From an optimization exercise on the open Yosys and OpenROAD flow, aimed at small area, a short achievable clock period and few clock cycles; shortcuts taken in it are not production practice. Only simulation tests tie the RTL to the original design; equivalence was not proved. Power is estimated from default activity; no workload was simulated.

## flow/design.v (module list and top-level ports; edited modules follow where they fit)
// module gift_shop_part1: 204 lines
// module tree_w: 88 lines
// module mul_cs: 822 lines
// module padd54: 248 lines
// module padd18: 60 lines
// module padd17: 57 lines
// module cout20: 44 lines
module gift_shop_part1(
    input clk,
    input rst,
    input [31:0] data_in,
    input valid_in,
    output ready,
    output reg finished,
    output [63:0] result
);
  // ...
==> flow/flow/run.sh <==
#!/bin/bash
set -euo pipefail
R=orfs/results/sky130hd/gift_shop_part1/base
KNOBS=(BUFFER_PORTS_ARGS="-buffer_cell sky130_fd_sc_hd__buf_1" SETUP_SLACK_MARGIN=5.7)
bash standard.sh "${KNOBS[@]}" synth > standard_synth.log 2>&1
cp $R/1_2_yosys.v $R/1_2_yosys.orig.v
python3 flow/polar.py $R/1_2_yosys.orig.v $R/1_2_yosys.v > polar.log 2>&1
rm -f $R/1_synth.odb
bash standard.sh "${KNOBS[@]}" finish > standard_make.log 2>&1
==> flow/flow/polar.py <==
#!/usr/bin/env python3
"""Inverter-aware polarity optimization of a Yosys-written gate netlist.

Full adders are self-dual: FA(~a,~b,~c) = (~sum, ~cout). Flipping a full adder
(inverting all its inputs and outputs) and swapping and2 <-> nand2 drivers lets
most inverters between adders disappear. The function of the netlist does not
change; registers and ports are untouched.

usage: polar.py in.v out.v
"""
import re, sys
from collections import defaultdict

OUT_PINS = {"X", "Y", "Q", "Q_N", "SUM", "COUT", "HI", "LO"}
P = "sky130_fd_sc_hd__"
PAIRS = [("and2", "nand2"), ("or2", "nor2"), ("and3", "nand3"), ("or3", "nor3"), ("xor2", "xnor2"),
         ("a21o", "a21oi"), ("o21a", "o21ai"), ("a22o", "a22oi"), ("o22a", "o22ai"), ("a31o", "a31oi"),
         ("a211o", "a211oi"), ("o211a", "o211ai"), ("mux2", "mux2i"), ("and4", "nand4"), ("or4", "nor4")]
AREA = {}
def load_areas():
    lib = open("/OpenROAD-flow-scripts/flow/platforms/sky130hd/lib/sky130_fd_sc_hd__tt_025C_1v80.lib").read()
    for m in re.finditer(r'cell \("?sky130_fd_sc_hd__(\w+)"?\)\s*\{', lib):
        seg = lib[m.end():m.end() + 60000]
        AREA[m.group(1)] = float(re.search(r"area\s*:\s*([\d.]+)", seg).group(1))
COMP = {}
def build_comp():
    for a, b in PAIRS:
        for d in ("0", "1", "2", "4"):
            x, y = f"{a}_{d}", f"{b}_{d}"
            if x in AREA and y in AREA:
                COMP[x] = y
                COMP[y] = x

def main(src, dst):
    load_areas()
    build_comp()
    text = open(src).read()
    mstart = text.index("module ")
    # cell instances: type name ( .PIN(net), ... );
    cell_re = re.compile(r"^(\s*)(" + P + r"\w+)\s+(\S+)\s*\((.*?)\);\n", re.S | re.M)
    pin_re = re.compile(r"\.(\w+)\(([^()]*)\)")
    cells = []
    for m in cell_re.finditer(text):
        pins = [(p, n.strip()) for p, n in pin_re.findall(m.group(4))]
        cells.append({"type": m.group(2)[len(P):], "name": m.group(3), "pins": pins,
                      "span": m.span(), "indent": m.group(1)})
    # ports
    hdr = text[mstart:text.index(";", mstart)]
    outports = set(); inports = set()
    for kind, rng, names in re.findall(r"^\s*(input|output)\s+(\[[^\]]*\])?\s*([^;]+);", text, re.M):
        for nm in names.split(","):
            nm = nm.strip()
            if rng:
                hi, lo = map(int, rng[1:-1].split(":"))
                bits = [f"{nm}[{i}]" for i in range(min(hi, lo), max(hi, lo) + 1)]
            else:
                bits = [nm]
            (outports if kind == "output" else inports).update(bits)
    # assigns may alias nets; be conservative: nets used in assigns are fixed
    assigned = set()
    for lhs, rhs in re.findall(r"^\s*assign\s+(.+?)\s*=\s*(.+?);", text, re.M):
        for part in re.findall(r"[\\\w\[\]\.$]+", lhs + " " + rhs):
            assigned.add(part)
    driver = {}
    loads = defaultdict(list)
    for ci, c in enumerate(cells):
        for p, n in c["pins"]:
            if p in OUT_PINS:
                driver[n] = (ci, p)
            else:
                loads[n].append((ci, p))
    def is_inv(c):
        return c["type"].startswith("inv_") or c["type"].startswith("clkinv_")
    # roots: follow inverters back
    def root(n):
        par = 0
        seen = 0
        while n in driver and is_inv(cells[driver[n][0]]) and seen < 10:
            ci = driver[n][0]
            n = dict(cells[ci]["pins"])["A"]
            par ^= 1
            seen += 1
        return n, par
    inv_cells = [ci for ci, c in enumerate(cells) if is_inv(c)]
    # removable inverters: output net internal, not assigned, not a port
    removable = set()
    for ci in inv_cells:
        y = dict(cells[ci]["pins"])["Y"]
        if y in outports or y in assigned or y in inports:
            continue
        removable.add(ci)
    # load requirements: for every non-removable-inverter load pin, (root, parity)
    reqs = []  # (ci, pin, root, parity)
    for ci, c in enumerate(cells):
        if ci in removable:
            continue
        for p, n in c["pins"]:
            if p in OUT_PINS:
                continue
            r, par = root_limited(n, driver, cells, removable)
            reqs.append((ci, p, r, par, n))
    # output ports fed by removable inverters: keep those inverters (mark non-removable)
    for n in list(outports):
        if n in driver and driver[n][0] in removable:
            removable.discard(driver[n][0])
    # recompute after discard
    reqs = []
    for ci, c in enumerate(cells):
        if ci in removable:
            continue
        for p, n in c["pins"]:
            if p in OUT_PINS:
                continue
            r, par = root_limited(n, driver, cells, removable)
            reqs.append((ci, p, r, par, n))
    flippable_fa = {ci for ci, c in enumerate(cells) if c["type"] in ("fa_1", "fa_2", "fa_4")}
    flippable_g = {ci for ci, c in enumerate(cells) if c["type"] in COMP}
    x = defaultdict(int)
    by_root = defaultdict(list)
    for i, (ci, p, r, par, n) in enumerate(reqs):
        by_root[r].append(i)
    def drv_flip(r):
        if r in driver:
            ci = driver[r][0]
            if ci in flippable_fa or ci in flippable_g:
                return x[ci]
        return 0
    def need(i):
        ci, p, r, par, n = reqs[i]
        lx = x[ci] if ci in flippable_fa else 0
        return par ^ drv_flip(r) ^ lx
    def root_cost(r):
        return AREA["inv_1"] if any(need(i) for i in by_root[r]) else 0.0
    def cell_cost(ci):
        if ci in flippable_g:
            t = cells[ci]["type"]
            return AREA[COMP[t]] if x[ci] else AREA[t]
        return 0.0
    # roots touched by a cell: its outputs and its input roots
    touch = defaultdict(set)
    for i, (ci, p, r, par, n) in enumerate(reqs):
        if ci in flippable_fa:
            touch[ci].add(r)
    for ci in flippable_fa | flippable_g:
        for p, n in cells[ci]["pins"]:
            if p in OUT_PINS:
                touch[ci].add(n)
    def local(ci):
        return sum(root_cost(r) for r in touch[ci]) + cell_cost(ci)
    before = sum(root_cost(r) for r in by_root) + sum(cell_cost(ci) for ci in flippable_g)
    improved = True
    it = 0
    while improved and it < 50:
        improved = False
        it += 1
        for ci in sorted(flippable_fa | flippable_g):
            c0 = local(ci)
            x[ci] ^= 1
            c1 = local(ci)
            if c1 < c0 - 1e-9:
                improved = True
            else:
                x[ci] ^= 1
    import random
    rnd = random.Random(1)
    # second start: every full adder flipped, with the gates that feed them; keep the better
    def greedy():
        improved = True
        while improved:
            improved = False
            for ci in sorted(flippable_fa | flippable_g):
                c0 = local(ci)
                x[ci] ^= 1
                if local(ci) < c0 - 1e-9:
                    improved = True
                else:
                    x[ci] ^= 1
    def total0():
        return sum(root_cost(r) for r in by_root) + sum(cell_cost(ci) for ci in flippable_g)
    xa = dict(x); ca = total0()
    x.clear()
    feeds_fa = set()
    for i, (ci, p, r, par, n) in enumerate(reqs):
        if ci in flippable_fa and r in driver and driver[r][0] in flippable_g:
            feeds_fa.add(driver[r][0])
    for ci in flippable_fa | feeds_fa:
        x[ci] = 1
    greedy()
    cb = total0()
    print(f"start A {ca:.1f}, start B {cb:.1f}", file=sys.stderr)
    if ca <= cb:
        x.clear(); x.update(xa)
    allc = sorted(flippable_fa | flippable_g)
    def total():
        return sum(root_cost(r) for r in by_root) + sum(cell_cost(ci) for ci in flippable_g)
    best = total(); bestx = dict(x)
    for rnd_i in range(30):
        for ci in rnd.sample(allc, max(1, len(allc) // 20)):
            x[ci] ^= 1
        improved = True
        while improved:
            improved = False
            for ci in allc:
                c0 = local(ci)
                x[ci] ^= 1
                if local(ci) < c0 - 1e-9:
                    improved = True
                else:
                    x[ci] ^= 1
        t = total()
        if t < best - 1e-9:
            best = t; bestx = dict(x)
        else:
            x.clear(); x.update(bestx)
    after = total()
    orig_inv = len(removable) * AREA["inv_1"]
    print(f"removable inverters {len(removable)}, fa {len(flippable_fa)}, gates {len(flippable_g)}; "
          f"cost before {before:.1f} (plus {orig_inv:.1f} of old inverters), after {after:.1f}, iterations {it}",
          file=sys.stderr)
    # rewrite
    def esc(n):
        return n + " " if n.startswith("\\") else n
    new_inv = {}
    extra_wires = []
    out_cells = []
    k = 0
    for r in by_root:
        if any(need(i) for i in by_root[r]):
            nn = f"_polar_n{k}_"
            new_inv[r] = nn
            extra_wires.append(nn)
            out_cells.append(f"  {P}inv_1 _polar_i{k}_ (\n    .A({esc(r)}),\n    .Y({nn})\n  );\n")
            k += 1
    def esc(n):
        return n + " " if n.startswith("\\") else n
    pin_sub = {}
    for i, (ci, p, r, par, n) in enumerate(reqs):
        pin_sub[(ci, p)] = new_inv[r] if need(i) else r
    pieces = []
    last = 0
    for ci, c in enumerate(cells):
        s, e = c["span"]
        pieces.append(text[last:s])
        last = e
        if ci in removable:
            continue
        t = c["type"]
        if ci in flippable_g and x[ci]:
            t = COMP[t]
        pins = []
        for p, n in c["pins"]:
            if p in OUT_PINS:
                if ci in flippable_g and x[ci] and p in ("X", "Y"):
                    p = "Y" if p == "X" else "X"
                pins.append(f".{p}({esc(n)})")
            else:
                pins.append(f".{p}({esc(pin_sub[(ci, p)])})")
        pieces.append(f"{c['indent']}{P}{t} {c['name']} (\n    " + ",\n    ".join(pins) + "\n  );\n")
    pieces.append(text[last:])
    out = "".join(pieces)
    # declare new wires and add new inverters before endmodule
    decl = "".join(f"  wire {w};\n" for w in extra_wires)
    i = out.index(";", out.index("module ")) + 2
    out = out[:i] + decl + out[i:]
    j = out.rindex("endmodule")
    out = out[:j] + "".join(out_cells) + out[j:]
    open(dst, "w").write(out)
    print(f"new inverters {k}, removed {len(removable)}", file=sys.stderr)

def root_limited(n, driver, cells, removable):
    par = 0
    for _ in range(20):
        if n in driver and driver[n][0] in removable:
            n = dict(cells[driver[n][0]]["pins"])["A"]
            par ^= 1
        else:
            break
    return n, par

if __name__ == "__main__":
    main(sys.argv[1], sys.argv[2])
==> flow/standard.sh <==
#!/bin/bash
# synth_recipe.tcl (not shown) runs the flow's synth.tcl, then flattens the netlist and writes it again
# the make line also repeats each setting of config.mk as NAME=value (left out here)
make -C /OpenROAD-flow-scripts/flow DESIGN_CONFIG=/design/flow/config.mk WORK_HOME=/design/flow/orfs CLKGATE_MAP_FILE= SYNTH_SCRIPT=/design/flow/synth_recipe.tcl "${@:-finish}"
==> flow/config.mk <==
export PLATFORM = sky130hd
export DESIGN_NAME = gift_shop_part1
export DESIGN_NICKNAME = gift_shop_part1
export VERILOG_FILES = /design/flow/design.v
export SDC_FILE = /design/flow/constraint.sdc
export NUM_CORES = 4
export LEC_CHECK = 0
export CAP_MARGIN = 20
export CORE_MARGIN = 2
export CORE_UTILIZATION = 40
export CTS_BUF_LIST = sky130_fd_sc_hd__clkbuf_16
export CTS_CLUSTER_DIAMETER = 100
export CTS_CLUSTER_SIZE = 25
export PLACE_DENSITY = 0.6
export SETUP_SLACK_MARGIN = 5
export SLEW_MARGIN = 20
==> flow/constraint.sdc <==
create_clock -name core_clock -period 10.0 [get_ports {clk}]
set_input_delay 2.0000 -clock core_clock [delete_from_list [all_inputs] [get_ports {clk}]]
set_output_delay 2.0000 -clock core_clock [all_outputs]
set_load 0.01 [all_outputs]
==> insert_results.sql, run 1 <==
INSERT INTO impl_metrics (metric_group, metric, value, unit) VALUES
('layout', 'layoutNonFillerInstCount', '3237', ''),
('layout', 'top_area_cell_class', 'multi-input gates', ''),
('timing', 'rsz0062_at_grt', 'true', ''),
('layout', 'drive_above_1_share', '7.57', '%'),
('clock_tree', 'clk_pin_slew', '0.10', 'ns'),
('detailed_routing', 'length_of_routed_wiring_on_met1', '28500', 'µm'),
('grt', 'grt_overflow_total', '0', ''),
('critical_path', 'crit_end', 'ready', ''),
('critical_path', 'timing.critical_path.to_type', 'output pin', ''),
('layout', 'reg_with_most_ffs', 'acc', ''),
('grt', 'global_route.usage.met1', '27.0', '%'),
('layout', 'seq_area', '8090', 'µm²'),
('layout', 'fin_area', '27600', 'µm²'),
('layout', 'nMultiInputCombCells', '1706', ''),
('clock_tree', 'cts.sinks', '323', ''),
('floorplan', 'placementRows', '92', ''),
('detailed_routing', 'drtAntennaViolNets', '0', ''),
('critical_path', 'startpoint', 'rst', ''),
('flow_run', 'drv.max_cap_violation_count', '0', ''),
('power_and_ir_drop', 'swShare', '36.6', '%'),
('clock_tree', 'max_buffers_root_to_sink', '3', ''),
('layout', 'largest_register_ff_count', '54', ''),
('layout', 'clkbuf_count', '19', ''),
('clock_tree', 'hold_buffers', '0', ''),
('critical_path', 'cp.buffers_inverters', '3', ''),
('power_and_ir_drop', 'seqPwrFrac', '42.5', '%'),
('layout', 'numSequentialCells', '323', ''),
('layout', 'top_regs', 'acc: 54 flops, scs: 34 flops, scc: 33 flops', ''),
('placement', 'globalplace.congestion', '0.935', ''),
('detailed_routing', 'routed.top_layer', 'met4', ''),
('placement', 'post_dp_cell_area', '26600', 'µm²'),
('timing', 'finalClockSkew', '0.0264', 'ns'),
('clock_tree', 'worstSkewPairLatency', '0.56', 'ns'),
('power_and_ir_drop', 'combinationalPower', '1390', 'µW'),
('grt', 'grt_pass1_wl', '109000', 'µm'),
('status', 'status', 'no timing/DRC/antenna violations', ''),
('power_and_ir_drop', 'worst_ir_drop_vdd', '0.129', 'mV'),
('power_and_ir_drop', 'largestPowerGroup', 'registers', ''),
('critical_path', 'reg2reg_slack', '5.80', 'ns');
Testbench counts, summed over its fixed seeds: cycles 6,976.
==> module gift_shop_part1, before the edit <==
module gift_shop_part1(
    input clk,
    input rst,
    input [31:0] data_in,
    input valid_in,
    output ready,
    output reg finished,
    output [63:0] result
);
    assign ready = !rst;
    reg [1:0]  wc;
    reg [31:0] ra, rb;
    reg [2:0]  ke;       
    reg eph, sph;        
    reg        altp;         
    reg        zp;           
    reg [17:0] ws, wcr;
    reg        fr, e2, s2, z2;
    reg [16:0] bq;           
    reg [16:0] xr;
    reg [17:0] yr;
    reg [2:0]  ka, k3;
    reg [15:0] th;
    reg [33:0] scs, scc;
    reg s1p1, s1p2, s1p3, s2p1, s2p2, s2p3, defer3;
    reg [53:0] acc;
    reg        fresh;        
    reg        zbase;        
    reg [5:0]  rcnt;
    assign result = {10'd0, acc};
    function [6:0] m10; input [3:0] d;
        case (d) 4'd0: m10 = 0; 4'd1: m10 = 10; 4'd2: m10 = 20; 4'd3: m10 = 30; 4'd4: m10 = 40;
        4'd5: m10 = 50; 4'd6: m10 = 60; 4'd7: m10 = 70; 4'd8: m10 = 80; default: m10 = 90; endcase
    endfunction
    function [9:0] m100; input [3:0] d;
        case (d) 4'd0: m100 = 0; 4'd1: m100 = 100; 4'd2: m100 = 200; 4'd3: m100 = 300; 4'd4: m100 = 400;
        4'd5: m100 = 500; 4'd6: m100 = 600; 4'd7: m100 = 700; 4'd8: m100 = 800; default: m100 = 900; endcase
    endfunction
    function [13:0] m1000; input [3:0] d;
        case (d) 4'd0: m1000 = 0; 4'd1: m1000 = 1000; 4'd2: m1000 = 2000; 4'd3: m1000 = 3000; 4'd4: m1000 = 4000;
        4'd5: m1000 = 5000; 4'd6: m1000 = 6000; 4'd7: m1000 = 7000; 4'd8: m1000 = 8000; default: m1000 = 9000; endcase
    endfunction
    function [16:0] m10000; input [3:0] d;
        case (d) 4'd0: m10000 = 0; 4'd1: m10000 = 10000; 4'd2: m10000 = 20000; 4'd3: m10000 = 30000; 4'd4: m10000 = 40000;
        4'd5: m10000 = 50000; 4'd6: m10000 = 60000; 4'd7: m10000 = 70000; 4'd8: m10000 = 80000; default: m10000 = 90000; endcase
    endfunction
    function [16:0] hfac;    
        input [2:0] e;
        case (e)
            3'd1: hfac = 17'd11;
            3'd2: hfac = 17'd101;
            3'd3: hfac = 17'd1001;
            3'd4: hfac = 17'd10001;
            default: hfac = 17'd100001;
        endcase
    endfunction
    wire [39:0] ecand = {data_in[7:0], rb};
    wire [39:0] scand = {data_in[15:0], rb[31:8]};
    reg  [9:0]  nz;
    reg  [3:0]  ndc;
    integer i;
    always @* begin
        for (i = 0; i < 10; i = i + 1)
            nz[i] = (wc == 2'd1) ? (ecand[4*i +: 4] != 4'd0) : (scand[4*i +: 4] != 4'd0);
        ndc = 4'd1;
        for (i = 1; i < 10; i = i + 1)
            if (nz[i]) ndc = i + 1;
    end
    wire [3:0] ed [0:9];
    wire [3:0] sd [0:9];
    genvar g;
    generate
        for (g = 0; g < 8; g = g + 1) begin : g_e
            assign ed[g] = ra[4*g +: 4];
        end
        for (g = 0; g < 6; g = g + 1) begin : g_s
            assign sd[g] = ra[8 + 4*g +: 4];
        end
    endgenerate
    assign ed[8] = rb[3:0];
    assign ed[9] = rb[7:4];
    assign sd[6] = rb[3:0];
    assign sd[7] = rb[7:4];
    assign sd[8] = rb[11:8];
    assign sd[9] = rb[15:12];
    integer j, k;
    reg [5:1] sele, sels;
    reg [4:1] nsel;
    always @* begin
        for (j = 1; j <= 5; j = j + 1) begin
            sele[j] = eph && !altp && ke == j;
            sels[j] = sph && !altp && ke == j;
        end
        for (j = 1; j <= 4; j = j + 1)
            nsel[j] = altp && ((eph && ke == j) || (sph && ke == j + 1));
    end
    reg [19:0] hd, ll;
    always @* begin
        hd = 20'd0;
        ll = 20'd0;
        for (j = 0; j < 5; j = j + 1)
            for (k = j + 1; k <= 5; k = k + 1) begin
                hd[4*j +: 4] = hd[4*j +: 4] | ({4{sele[k]}} & ed[j + k]) | ({4{sels[k]}} & sd[j + k]);
                ll[4*j +: 4] = ll[4*j +: 4] | ({4{sele[k]}} & ed[j]) | ({4{sels[k]}} & sd[j]);
            end
    end
    wire cmp_co;
    cout20 cmp(.a(ll), .b(~hd), .ci(eph), .co(cmp_co));
    wire fx = !cmp_co && !altp;
    wire [16:0] nc = (nsel[1] ? 17'd9 : 17'd0) | (nsel[2] ? 17'd99 : 17'd0)
                   | (nsel[3] ? 17'd999 : 17'd0) | (nsel[4] ? 17'd9999 : 17'd0);
    wire [17:0] v0 = {14'd0, hd[3:0]} - 18'd1;
    wire [6:0]  v1 = m10(hd[7:4]);
    wire [9:0]  v2 = m100(hd[11:8]);
    wire [13:0] v3 = m1000(hd[15:12]);
    wire [16:0] v4 = m10000(hd[19:16]) | nc;
    wire [17:0] ws_n, wc_n;
    tree_w tw(.v0(v0), .v1(v1), .v2(v2), .v3(v3), .v4(v4), .ws(ws_n), .wc(wc_n));
    wire [17:0] xb = {1'b0, bq};
    wire [17:0] us_ = xb ^ ws ^ wcr;
    wire [17:0] uc_ = (xb & ws) | (xb & wcr) | (ws & wcr);
    wire [17:0] u_s;
    padd18 uadd(.a(us_), .b({uc_[16:0], 1'b1}), .ci(!fr), .y(u_s));
    wire [16:0] vs_ = bq ^ ~ws[16:0] ^ ~wcr[16:0];
    wire [16:0] vc_ = (bq & ~ws[16:0]) | (bq & ~wcr[16:0]) | (~ws[16:0] & ~wcr[16:0]);
    wire [16:0] v_sum;
    padd17 vadd(.a(vs_), .b({vc_[15:0], 1'b1}), .ci(fr), .y(v_sum));
    wire [16:0] v_s = z2 ? 17'd0 : v_sum;
    wire alte = ndc[0];
    wire [3:0] k2 = {ke, 1'b0};
    wire alts = ndc != k2;
    wire [34:0] ms, mc;
    mul_cs mul(.a(xr), .b(yr), .s(ms), .c(mc));
    wire [53:0] ad_s = s2p3 ? {3'd0, scs, 17'd0} : {20'd0, scs};
    wire [53:0] ad_c = s2p3 ? {3'd0, scc, 17'd0} : {20'd0, scc};
    wire [53:0] base = zbase ? 54'd0 : acc;
    wire [53:0] a3s = base ^ ad_s ^ ad_c;
    wire [53:0] a3c = (base & ad_s) | (base & ad_c) | (ad_s & ad_c);
    wire [53:0] sum2;
    padd54 aadd(.a(a3s), .b({a3c[52:0], 1'b0}), .ci(1'b0), .y(sum2));
    reg  r1;
    wire load1 = s2 && !r1;
    wire load2 = s2p1 && !r1;
    wire want3 = s1p2 || defer3;
    wire load3 = want3 && !load1 && !r1;
    wire accw  = (s2p2 || s2p3) && !finished && !r1;
    always @(posedge clk) begin
        if (rst) begin
            wc <= 2'd0;
            finished <= 1'b0;
        end else begin
            if (valid_in) wc <= (wc == 2'd2) ? 2'd0 : wc + 2'd1;
            if (s2p3 && rcnt == 6'd33 && !r1) finished <= 1'b1;
        end
        r1 <= rst;
        sph <= valid_in && wc == 2'd2;
        s2 <= sph && !r1;
        s1p1 <= load1;
        s1p2 <= load2;
        s1p3 <= load3;
        s2p1 <= s1p1 && !r1;
        s2p2 <= s1p2 && !r1;
        s2p3 <= s1p3 && !r1;
        defer3 <= want3 && load1;
        if (r1) fresh <= 1'b1;
        else if (accw) fresh <= 1'b0;
        zbase <= (s1p1 && !r1) || r1 || (fresh && !accw);
        eph <= valid_in && wc == 2'd1;
        e2 <= eph;
        altp <= valid_in && (wc == 2'd1 ? alte : wc == 2'd2 ? alts : 1'b0);
        zp <= (ke == 3'd0) || (ndc > k2);
        if (fresh) rcnt <= 6'd0;
        else if (s2p3) rcnt <= rcnt + 6'd1;
        if (valid_in) begin
            ra <= rb;
            rb <= data_in;
        end
        if (valid_in && wc == 2'd1) ke <= ndc[3:1];
        if (load1) begin
            xr <= v_s;
            yr <= u_s;
        end else if (load2) begin
            xr <= sum2[17:1];
            yr <= {1'b0, hfac(ka)};
        end else begin
            xr <= {1'b0, th};
            yr <= {1'b0, hfac(k3)};
        end
        if (load1) ka <= ke;
        if (load2) begin
            th <= sum2[33:18];
            k3 <= ka;
        end
        ws <= ws_n;
        wcr <= wc_n;
        fr <= fx;
        z2 <= zp;
        if (e2) bq <= u_s[16:0];
        else if (eph) bq <= 17'h1ffff;
        if (accw) acc <= sum2;
        scs <= ms[33:0];
        scc <= mc[33:0];
    end
endmodule
==> run 2, diff against run 1 <==
--- a/flow/design.v
+++ b/flow/design.v
@@ -26,5 +26,4 @@
     reg [53:0] acc;
     reg        fresh;        
-    reg        zbase;        
     reg [5:0]  rcnt;
     assign result = {10'd0, acc};
@@ -134,5 +133,5 @@
     wire [53:0] ad_s = s2p3 ? {3'd0, scs, 17'd0} : {20'd0, scs};
     wire [53:0] ad_c = s2p3 ? {3'd0, scc, 17'd0} : {20'd0, scc};
-    wire [53:0] base = zbase ? 54'd0 : acc;
+    wire [53:0] base = (s2p1 || fresh) ? 54'd0 : acc;
     wire [53:0] a3s = base ^ ad_s ^ ad_c;
     wire [53:0] a3c = (base & ad_s) | (base & ad_c) | (ad_s & ad_c);
@@ -165,5 +164,4 @@
         if (r1) fresh <= 1'b1;
         else if (accw) fresh <= 1'b0;
-        zbase <= (s1p1 && !r1) || r1 || (fresh && !accw);
         eph <= valid_in && wc == 2'd1;
         e2 <= eph;
==> insert_results.sql, run 2 <==
INSERT INTO impl_metrics (metric_group, metric, value, unit) VALUES
('detailed_routing', 'drc_errors', '0', ''),
('power_and_ir_drop', 'power_density_relative_to_cell_area', '139', 'nW/µm²'),
('layout', 'top_regs', 'acc: 54 flops, scs: 34 flops, scc: 33 flops', ''),
('floorplan', 'ioPinCount', '101', ''),
('critical_path', 'reg2reg_slack', '5.87', 'ns'),
('layout', 'most_frequent_standard_cell_in_the_layout_excluding_fill_and_tap_cells', 'sky130_fd_sc_hd__and2_1', ''),
('floorplan', 'die_w', '256', 'µm'),
('clock_tree', 'tritoncts', 'built', ''),
('grt', 'grt_overflow_total', '0', ''),
('clock_tree', 'clock_tree.root_cell', 'sky130_fd_sc_hd__clkbuf_16', ''),
('yosys', 'synth.avg_cell_area', '11.4', 'µm²'),
('timing', 'rel_slew_slack', '30.0', '%'),
('timing', 'final-setup-viol-count', '0', ''),
('status', 'status', 'no timing/DRC/antenna violations', ''),
('grt', 'maximum_number_of_pins_on_one_net_before_global_route_repair', '65', ''),
('detailed_routing', 'first_pass_iters', '7', ''),
('critical_path', 'critical_path.reg2reg.endpoint', 'acc[52]', ''),
('layout', 'area.growth.synth_to_final', '8.65', '%'),
('detailed_routing', 'detail_route.vias_per_cell', '5.42', ''),
('grt', 'antenna_found_initial', '2', ''),
('clock_tree', 'worstSkewPairLatency', '0.54', 'ns'),
('critical_path', 'timing.critical_path.from_type', 'primary input', ''),
('detailed_routing', 'totalWireLength', '71100', 'µm'),
('detailed_routing', 'drtAntennaViolNets', '0', ''),
('timing', 'fmaxAchievable', '0.235', 'GHz'),
('detailed_routing', 'drc_violation_total_after_the_first_tritonroute_iteration', '1183', ''),
('timing', 'slew_violations', '0', ''),
('placement', 'globalplace.congestion', '0.923', ''),
('grt', 'grt_util_all_layers', '21.5', '%'),
('timing', 'finalCriticalPeriod', '4.26', 'ns'),
('critical_path', 'worstReg2RegStart', 's2p3', ''),
('layout', 'drive_above_1_share', '7.11', '%'),
('grt', 'grt_pass1_wl', '108000', 'µm'),
('placement', 'dpl.hpwl', '52500', 'µm'),
('floorplan', 'placementRows', '92', ''),
('timing', 'layout_worst_path_cycle_share', '42.6', '%'),
('power_and_ir_drop', 'worst_ir_drop_vdd', '0.118', 'mV'),
('timing', 'rsz0062_at_grt', 'false', ''),
('grt', 'first_global_vias', '18366', ''),
('critical_path', 'timing_worst_setup_path_type', 'primary input to output pin', ''),
('clock_tree', 'max_buffers_root_to_sink', '3', ''),
('floorplan', 'core', '63000', 'µm²'),
('worst_hold_path', 'hold_class', 'flop to flop', ''),
('detailed_routing', 'wl_per_cell', '22.5', 'µm'),
('power_and_ir_drop', 'leakagePower', '0.0121', 'µW'),
('floorplan', 'fp.dieH', '256', 'µm'),
('layout', 'reg_with_most_ffs', 'acc', ''),
('critical_path', 'critical_path.max_fanout', '5', ''),
('timing', 'worst-slew-pin-transition', '1.05', 'ns'),
('floorplan', 'initial_core_utilization', '40.4', '%'),
('timing', 'fin_tns_setup', '0', 'ns'),
('clock_tree', 'h_tree_lvl_count', '1', ''),
('clock_tree', 'hold_buffers', '0', ''),
('critical_path', 'reg2regPathDepth', '13', ''),
('layout', 'final_net_count', '2840', ''),
('timing', 'finalClockSkew', '0.0299', 'ns'),
('layout', 'fillerInstances', '5925', ''),
('placement', 'placed_cells_incl_taps', '3098', ''),
('layout', 'mostFrequentLayoutCells', 'sky130_fd_sc_hd__and2_1 (360), sky130_fd_sc_hd__fa_1 (358), sky130_fd_sc_hd__edfxtp_1 (160)', ''),
('layout', 'largest_register_ff_count', '54', ''),
('detailed_routing', 'route.vias.total', '17099', ''),
('critical_path', 'series_of_cell_instances_along_the_critical_path', 'buf_6, inv_1, buf_2', ''),
('timing', 'final_hold_viol_count', '0', ''),
('layout', 'layoutNonFillerInstCount', '3154', ''),
('clock_tree', 'cts.sinks', '322', ''),
('yosys', 'synth.yosys.warnings', '1', ''),
('yosys', 'netlist_area', '25400', 'µm²'),
('floorplan', 'design.die.area', '65600', 'µm²'),
('worst_hold_path', 'hold_path_startpoint', 'zp', ''),
('layout', 'num_antenna_cells', '0', ''),
('critical_path', 'worst_ep_required_time', '8.00', 'ns'),
('critical_path', 'critical-path-max-stage-delay', '0.11', 'ns'),
('clock_tree', 'cts_inserted_buffers', '18', ''),
('critical_path', 'crit_path_top_delay_cell', 'sky130_fd_sc_hd__buf_2', ''),
('worst_hold_path', 'min_to', 'z2', ''),
('critical_path', 'timing.critical_path.to_type', 'output pin', ''),
('clock_tree', 'clk_pin_slew', '0.10', 'ns'),
('yosys', 'syn_inst', '2225', ''),
('critical_path', 'critPathArrivalTime', '2.26', 'ns'),
('placement', 'port_buffers', '90', ''),
('worst_hold_path', 'timing.hold.worst_path_depth', '0', ''),
('flow_run', 'drv.max_cap_violation_count', '0', '');
## run 2: stage by stage
step / instance area [µm²] / hold WS, ns / power, µW / setup WS [ns] / util [%]
6_report: 27600 / 0.340 / 3840 / 5.74 / 43.9
5_1_grt: 27600 / 0.353 / 4070 / 5.68 / 43.9
4_1_cts: 27400 / 0.344 / 3860 / 5.68 / 43.5
3_5_place_dp: 26600 / 0.320 / 2980 / 4.79 / 42.3
3_3_place_gp: 26600 / 0.321 / 2950 / 4.95 / 42.3
2_1_floorplan: 25500 / 0.310 / 2570 / 5.86 / -
## run 2: layout make-up
class / instances / area, µm² / share of cell area, %
multi-input combinational: 1710 / 16700 / 60.5
sequential: 322 / 8080 / 29.2
tap: 846 / 1060 / 3.83
timing repair buffer: 131 / 763 / 2.76
clock buffer: 20 / 500 / 1.81
inverter: 113 / 424 / 1.54
clock inverter: 12 / 100 / 0.362
## run 2: where the power goes
| group | internal [µW] | total (µW) | switching (µW) | leakage, µW |
|---|---|---|---|---|
| registers | 1530 | 1650 | 124 | 0.00281 |
| clock network | 389 | 864 | 475 | 0.000326 |
| logic | 576 | 1320 | 748 | 0.00891 |
## run 2: worst max path at each step
stage	startpoint	end	slack (ns)	cells after the start
floorplan	s2p3	acc[51]	5.86	14
global placement	s2p3	acc[51]	4.95	13
detailed placement	s2p3	acc[53]	4.79	13
CTS	s2p3	acc[53]	5.68	14
global route	s2p3	th[13]	5.68	13
finish	rst	ready	5.74	3
## run 2: critical path: cells and delay by family
kind / cells / cell delay, ns
buf+inv: 3 / 0.25
## run 2: repair_timing
action / in CTS / in global routing
gates cloned: 1 / 3
buffers inserted: 3 / 16
pin swaps: 1 / 9
endpoints found under the hold margin: 0 / 0
setup endpoints to repair: 75 / 40
gates resized for setup: 33 / 13
## run 2: metal layers
metal | GRT usage, % | vias up | part of all wire (%)
met2 | 38.3 | 491 | 50
li1 | - | 7620 | -
met4 | 7.96 | 0 | 4.0
met1 | 27.2 | 8852 | 42
met5 | 0 | - | 0
met3 | 1.88 | 136 | 4.1
Testbench counts of run 2, summed over its fixed seeds: cycles 6,976.

[what the ideal ports hide]
No port has a modelled driver above. Below, the same layouts with a new extraction and two added sets of constraints. Step 1 sets driving cells, clkbuf_16 on the clock port and buf_2 on the other inputs (assumed; they add their load-dependent delay and slew). Step 2, shift: input delay + t, output delay - t, t = (earliest + latest rising clock arrival at the registers) / 2. This alone moves slack from input paths to output paths. Slacks: ideal ports / drivers / drivers and shift; pairs: ideal ports / drivers.
run	t, ns	setup slack, ns	clock arrival spread, ns	worst slew at a driven data input, ns
run 1	0.607	5.741 / 5.709 / 5.638	0.029 / 0.029	0.04
run 2	0.595	5.741 / 5.709 / 5.653	0.041 / 0.041	0.04
After both steps every run listed still meets setup and hold. The setup slack of run 1, which loses most, moves by -0.032 ns with the drivers and by -0.103 ns with both steps.
